Background: an optimization exercise with open tools, aiming at small area, a short achievable clock period and few clock cycles. Do not read the settings as production practice.
Only simulation tests tie the RTL to the original design; equivalence was not proved.
Power figures rest on the tool's default switching activity, not on a simulated workload.

[run.sh]
#!/bin/bash
# synth_recipe.tcl (not shown) runs the flow's synth.tcl, then flattens the netlist and writes it again
# the make line also repeats each setting of config.mk as NAME=value (left out here)
make -C /OpenROAD-flow-scripts/flow DESIGN_CONFIG=/design/flow/config.mk WORK_HOME=/design/flow/orfs CLKGATE_MAP_FILE= SYNTH_SCRIPT=/design/flow/synth_recipe.tcl finish
[config.mk]
export PLATFORM = sky130hd
export DESIGN_NAME = MPQ
export DESIGN_NICKNAME = MPQ
export VERILOG_FILES = /design/flow/design.v
export SDC_FILE = /design/flow/constraint.sdc
export NUM_CORES = 4
export LEC_CHECK = 0
export CAP_MARGIN = 20
export CORE_MARGIN = 2
export CORE_UTILIZATION = 35
export SLEW_MARGIN = 20
[constraint.sdc]
create_clock -name core_clock -period 10.0 [get_ports {clk}]
set_input_delay 2.0000 -clock core_clock [delete_from_list [all_inputs] [get_ports {clk}]]
set_output_delay 2.0000 -clock core_clock [all_outputs]
set_load 0.01 [all_outputs]
[design.v]
module MPQ(
    input clk,
    input rst,
    input data_valid,
    input [7:0] data,
    input cmd_valid,
    input [2:0] cmd,
    input [7:0] index,
    input [7:0] value,
    output reg busy,
    output reg RAM_valid,
    output [7:0] RAM_A,
    output [7:0] RAM_D,
    output reg done
);
    reg [7:0] A [1:15];
    reg [3:0] size;
    reg       started;
    reg       cv;
    reg [2:0] c;
    reg [3:0] pos;      
    reg [7:0] vv;
    reg [1:0] bph;      
    reg [3:0] ptr;      
    integer j;
    wire accept = cmd_valid & ~busy & started & ~data_valid;
    wire ext = cv & (c == 3'd1);
    wire stA = cv & (c == 3'd0);
    wire stB = (bph == 2'd1);
    wire stC = (bph == 2'd2);
    wire sup = cv & ((c == 3'd2) | (c == 3'd3));
    wire ins = cv & (c == 3'd3);
    wire sdn = ext | stA | stB | stC;
    reg [3:0] size_n;
    always @(*) begin
        if (data_valid)
            size_n = size + 4'd1;
        else if (ext)
            size_n = size - 4'd1;
        else if (ins)
            size_n = size + 4'd1;
        else
            size_n = size;
    end
    wire wr_acc  = accept & (cmd == 3'd4);
    wire wr_cont = RAM_valid & (ptr > 4'd1);
    always @(posedge clk or posedge rst) begin
        if (rst) begin
            size <= 4'd0;
            started <= 1'b0;
            cv <= 1'b0;
            bph <= 2'd0;
            busy <= 1'b0;
            RAM_valid <= 1'b0;
            done <= 1'b0;
        end else begin
            size <= size_n;
            if (data_valid)
                started <= 1'b1;
            cv <= accept;
            bph <= stA ? 2'd1 : (stB ? 2'd2 : 2'd0);
            busy <= (accept & (cmd == 3'd0)) | stA |
                    (wr_acc & (size_n > 4'd1)) | (RAM_valid & (ptr > 4'd2));
            RAM_valid <= (wr_acc & (size_n != 4'd0)) | wr_cont;
            done <= (wr_acc & (size_n <= 4'd1)) | (RAM_valid & (ptr == 4'd2));
        end
    end
    always @(posedge clk) begin
        c <= cmd;
        vv <= value;
        pos <= (cmd == 3'd3) ? size_n + 4'd1 : index[3:0];
        if (wr_cont)
            ptr <= ptr - 4'd1;
        else if (stB)
            ptr <= 4'd1;
        else
            ptr <= size_n;
    end
    assign RAM_A = {4'd0, ptr - 4'd1};
    assign RAM_D = A[ptr];
    wire [3:0] sz = ext ? size - 4'd1 : size;
    wire [7:0] X  = A[ptr];
    reg        rs  [1:7];    
    reg        lv  [1:7];    
    reg [7:0]  mcv [1:7];    
    reg [7:0]  xv  [1:7];    
    reg        root[1:7];
    reg        onc [1:15];   
    reg        go  [1:7];    
    reg        cmpv[1:7];
    always @(*) begin
        for (j = 1; j <= 7; j = j + 1) begin
            lv[j]  = (2*j <= sz);
            rs[j]  = (2*j+1 <= sz) && (A[2*j+1] > A[2*j]);
            mcv[j] = rs[j] ? A[2*j+1] : A[2*j];
        end
        xv[1] = X;
        xv[2] = stB ? A[2] : X;
        xv[3] = stB ? A[3] : X;
        for (j = 4; j <= 7; j = j + 1)
            xv[j] = stA ? A[j] : xv[j/2];
        root[1] = ext | stC;
        root[2] = stB;
        root[3] = stB;
        for (j = 4; j <= 7; j = j + 1)
            root[j] = stA;
        for (j = 1; j <= 7; j = j + 1)
            cmpv[j] = mcv[j] > xv[j];
        onc[1] = root[1];
        go[1]  = onc[1] & lv[1] & cmpv[1];
        for (j = 2; j <= 15; j = j + 1) begin
            if (j <= 7) begin
                onc[j] = root[j] | (go[j/2] & (rs[j/2] == j[0]));
                go[j]  = onc[j] & lv[j] & cmpv[j];
            end else begin
                onc[j] = go[j/2] & (rs[j/2] == j[0]);
            end
        end
    end
    reg        su [1:7];
    reg        m1, m2, m3;
    wire [3:0] a1 = {1'b0, pos[3:1]};
    wire [3:0] a2 = {2'b0, pos[3:2]};
    wire [3:0] a3 = {3'b0, pos[3]};
    always @(*) begin
        for (j = 1; j <= 7; j = j + 1)
            su[j] = vv > A[j];
        m1 = (a1 != 4'd0) && su[a1];
        m2 = m1 && (a2 != 4'd0) && su[a2];
        m3 = m2 && (a3 != 4'd0) && su[a3];
    end
    always @(posedge clk) begin
        for (j = 1; j <= 15; j = j + 1) begin
            if (data_valid) begin
                if (size + 4'd1 == j)
                    A[j] <= data;
            end else if (sup) begin
                if (pos == j || (m1 && a1 == j) || (m2 && a2 == j) || (m3 && a3 == j)) begin
                    if (j > 1 && ((pos == j && m1) || (a1 == j && m2) || (a2 == j && m3)))
                        A[j] <= A[j/2];
                    else
                        A[j] <= vv;
                end
            end else if (sdn) begin
                if (onc[j]) begin
                    if (j <= 7) begin
                        if (go[j])
                            A[j] <= mcv[j];
                        else
                            A[j] <= xv[j];
                    end else
                        A[j] <= xv[j/2];
                end
            end
        end
    end
endmodule
==> run summary <==
status finished clean; IR drop worst, VDD 0.000170 V; Period Utilization, post-route 0.667; WHS Path Cells 1; vias in the first global route 14,658; Final Critical Period 6.67 ns; CTS tree yes; clk sink count 150; post-layout net count 2,072; Rel. slew slack 0.217; Crit path required time 10.09 ns; Routed WL 69.7 mm; clk root buf clkbuf_16; Fmax achieved 0.150 GHz; Clk pwr share 0.123; H-Tree Depth 4; GP Congestion 0.993; clock slew at reported path FFs 0.06 ns; synth top area cells edfxtp_1 (23%), ha_1 (15%), o21ai_0 (6.4%); Setup CP Type reg2reg; Synth Register Bits 150; unrepaired setup endpoints after global routing false; Clock Latency Late Sink 0.47 ns; Hold Path Origin started; xor and xnor fraction of the mapped netlist area 0.00625; sw power 0.00289 W; fin area 17,100 sq um; full die area 45,800 sq um; Buffers on Ports 41; Yosys cell types 92; Inserted Clock Buffers 17; antenna viol nets, final 0; Starting Density 0.356; Post-CTS Resized 0; Post-Synthesis Cells 1,871; Slew Limit Fails 0; Leakage 7.07 nW; grt ovf 0; initial antenna violation count 2; Starting DRT DRC Count 2,272; Post-CTS Setup Bufs 0; drc violations 0; ratio of routed vias to standard cells 6.38; top-area cell type share of the netlist area 0.234; Net Sw Frac 0.523; worst slew pin tran 1.17 ns; Wirelength per Cell 28.3 microns; Flop pwr share 0.189; drt pass-1 iters 8; CP max FO 13; YS warnings 20; post-synthesis mux area share 0.0791; worst r2r path cells 19; r2r endpoint A[10][2]; Synth Area per Inst 8.24 sq um; Die X 214 microns; first-pass GRT wire length 100 mm; Total Routing Usage GR 0.297; flop-to-flop setup slack 3.33 ns; number of flops mapped to enable cells by yosys 120; Longest Clk Path Bufs 2; Hold Slack 0.472 ns; Max Clock Skew 0.0178 ns; share of cells above drive strength 1 0.0956; commonest non-fill, non-tap cells in the layout nand2_1 (222), o21ai_0 (198), ha_1 (181); crit start category flip-flop; Hold EP started; Post-Synth Adder-Cell Area 0.147; area leader, netlist edfxtp_1; Synth Area in Simple Gates 0.159; I/O pin total 50; endpoints failing setup 0; Placed Area 16,500 sq um; setup TNS 0 ns; largest family of logic cells by synthesized area compound AO/OA/AOI/OAI gates; Worst Setup End Kind flip-flop; Combinational Power Share 0.688; register area share after synthesis 0.276; PD cells 324 nW/um^2; Internal 0.00264 W; DP Wirelength 52.0 mm; crit path DAT 6.75 ns; reg2reg start size[0]; vias 15,684; largest net degree at the start of global routing 75; Most used DFF post-synth edfxtp_1; Die Ht 214 microns; post-synthesis compound-gate area fraction 0.268; synth-to-layout area growth 10.8%; min-delay worst type reg2reg; fill cell count 4,409; Core Region 43,300 sq um; Max-cap violations 0; commonest non-fill, non-tap cell in the layout nand2_1; Final Hold Viols 0; Mapped Area 15,400 sq um; # hold bufs at CTS 0; Synth async-reset ratio 0.0733; FP Rows 76
through the flow:
step | setup WS (ns) | total power (W) | cells | utilization
floorplan | 4.67 | 0.00337 | 1874 | -
global placement | 3.29 | 0.00462 | 2426 | 0.380
detailed placement | 3.11 | 0.00469 | 2426 | 0.380
CTS | 3.09 | 0.00538 | 2458 | 0.394
global route | 3.08 | 0.00583 | 2458 | 0.395
finish | 3.33 | 0.00553 | 2459 | 0.395
power groups by stage:
stage / Clock [W] / Sequential, W / Combinational (W)
2_1_floorplan: 0 / 0.000942 / 0.00243
3_3_place_gp: 0 / 0.00105 / 0.00358
3_5_place_dp: 0 / 0.00105 / 0.00364
4_1_cts: 0.000678 / 0.00103 / 0.00366
5_1_grt: 0.000702 / 0.00105 / 0.00408
6_report: 0.000681 / 0.00104 / 0.00381
cells by family after synthesis:
family                     after synthesis
adders and majority gates              181
buffers and inverters                  257
and+or+nand+nor                        517
xor gates and xnor gates                11
muxes                                  111
other                                    1
DFF                                    150
AOI/OAI and AO/OA                      643
synthesized netlist by cell type (13+ instances only):
cell type / number
a211oi_1: 29
a21o_1: 23
a21oi_1: 152
a22oi_1: 30
a31oi_1: 15
clkbuf_1: 95
dfxtp_1: 19
edfxtp_1: 120
ha_1: 181
inv_1: 133
mux2_2: 57
mux2i_1: 51
nand2_1: 224
nand2b_1: 20
nand3_1: 32
nand4_1: 36
nor2_1: 111
nor2b_1: 31
nor3_1: 18
o211ai_1: 55
o21ai_0: 198
o221ai_1: 13
o22ai_1: 14
o31ai_1: 13
area by class of cell:
type	count	area, sq um	area share
multi-input cells	1467	10200	0.598
flip-flops and latches	150	4260	0.249
repair buffers	88	758	0.0444
well taps	585	732	0.0428
clock buffers	24	543	0.0318
inverters	136	510	0.0299
clock inverters	8	56.3	0.00330
diodes	1	2.50	0.000146
critical path, cell delays in order, from the launching register on:
cell and delay (ns):
dfrtp_1 0.64, inv_1 0.24, ha_1 0.48, o21ai_0 0.86, nor2_1 0.07, a21oi_1 0.15
o22ai_1 0.30, nor4_4 0.70, mux2_2 0.45, ha_1 0.30, nor2b_1 0.12, o21ai_0 0.09
nand2b_1 0.08, a21oi_1 0.07, o21ai_0 0.43, nand3_1 0.16, o31ai_2 0.22, buf_4 0.23
a21oi_1 0.09, nor3_2 0.62
registers in the layout, indices dropped and copies added, names as in the netlist:
register and cells:
started 1, vv 8, cv 1, c 3
bph 2, size 4, ptr 4, busy 1
done 1, A 120, RAM_valid 1, pos 4
metal layers:
layer,share of wire,wire length (microns),GRT usage
met4,0.060,4180,0.155
met2,0.42,29500,0.446
met3,0.11,8010,0.0629
met1,0.40,27900,0.399
met5,0.00017,12,0
worst max-delay path by stage:
stage | start | to | cells after the start
final | size[0] | A[10][2] | 19
after global placement | size[0] | A[10][1] | 19
after CTS | size[0] | A[10][2] | 19
after detailed placement | size[0] | A[10][2] | 19
after global routing | size[0] | A[10][2] | 19
after floorplan | size[0] | A[8][0] | 20
Testbench counts, summed over its fixed seeds: cycles 12,469.

==> what the ideal ports hide <==
The flow's constraints put no driver on any port. The routed layout listed below was extracted and timed again, unchanged, in two steps. Step 1 assumes that a clkbuf_16 drives the clock port and a buf_2 every other input. Step 2 adds t to the input delays and takes it off the output delays; t is the mean of the earliest and latest rising clock arrival at the registers after step 1. Input paths then give back, and output paths get back, about the clock's delay inside the block. a / b / c = no drivers / after step 1 / after step 2; a / b = the first two.
t (ns): 0.510
setup WS [ns]: 3.331 / 3.331 / 3.331
hold WS [ns]: 0.472 / 0.472 / 0.472
After both steps setup and hold are still met in this run. For this run, drivers alone change the setup slack by 0.000 ns; drivers and shift together by 0.000 ns.
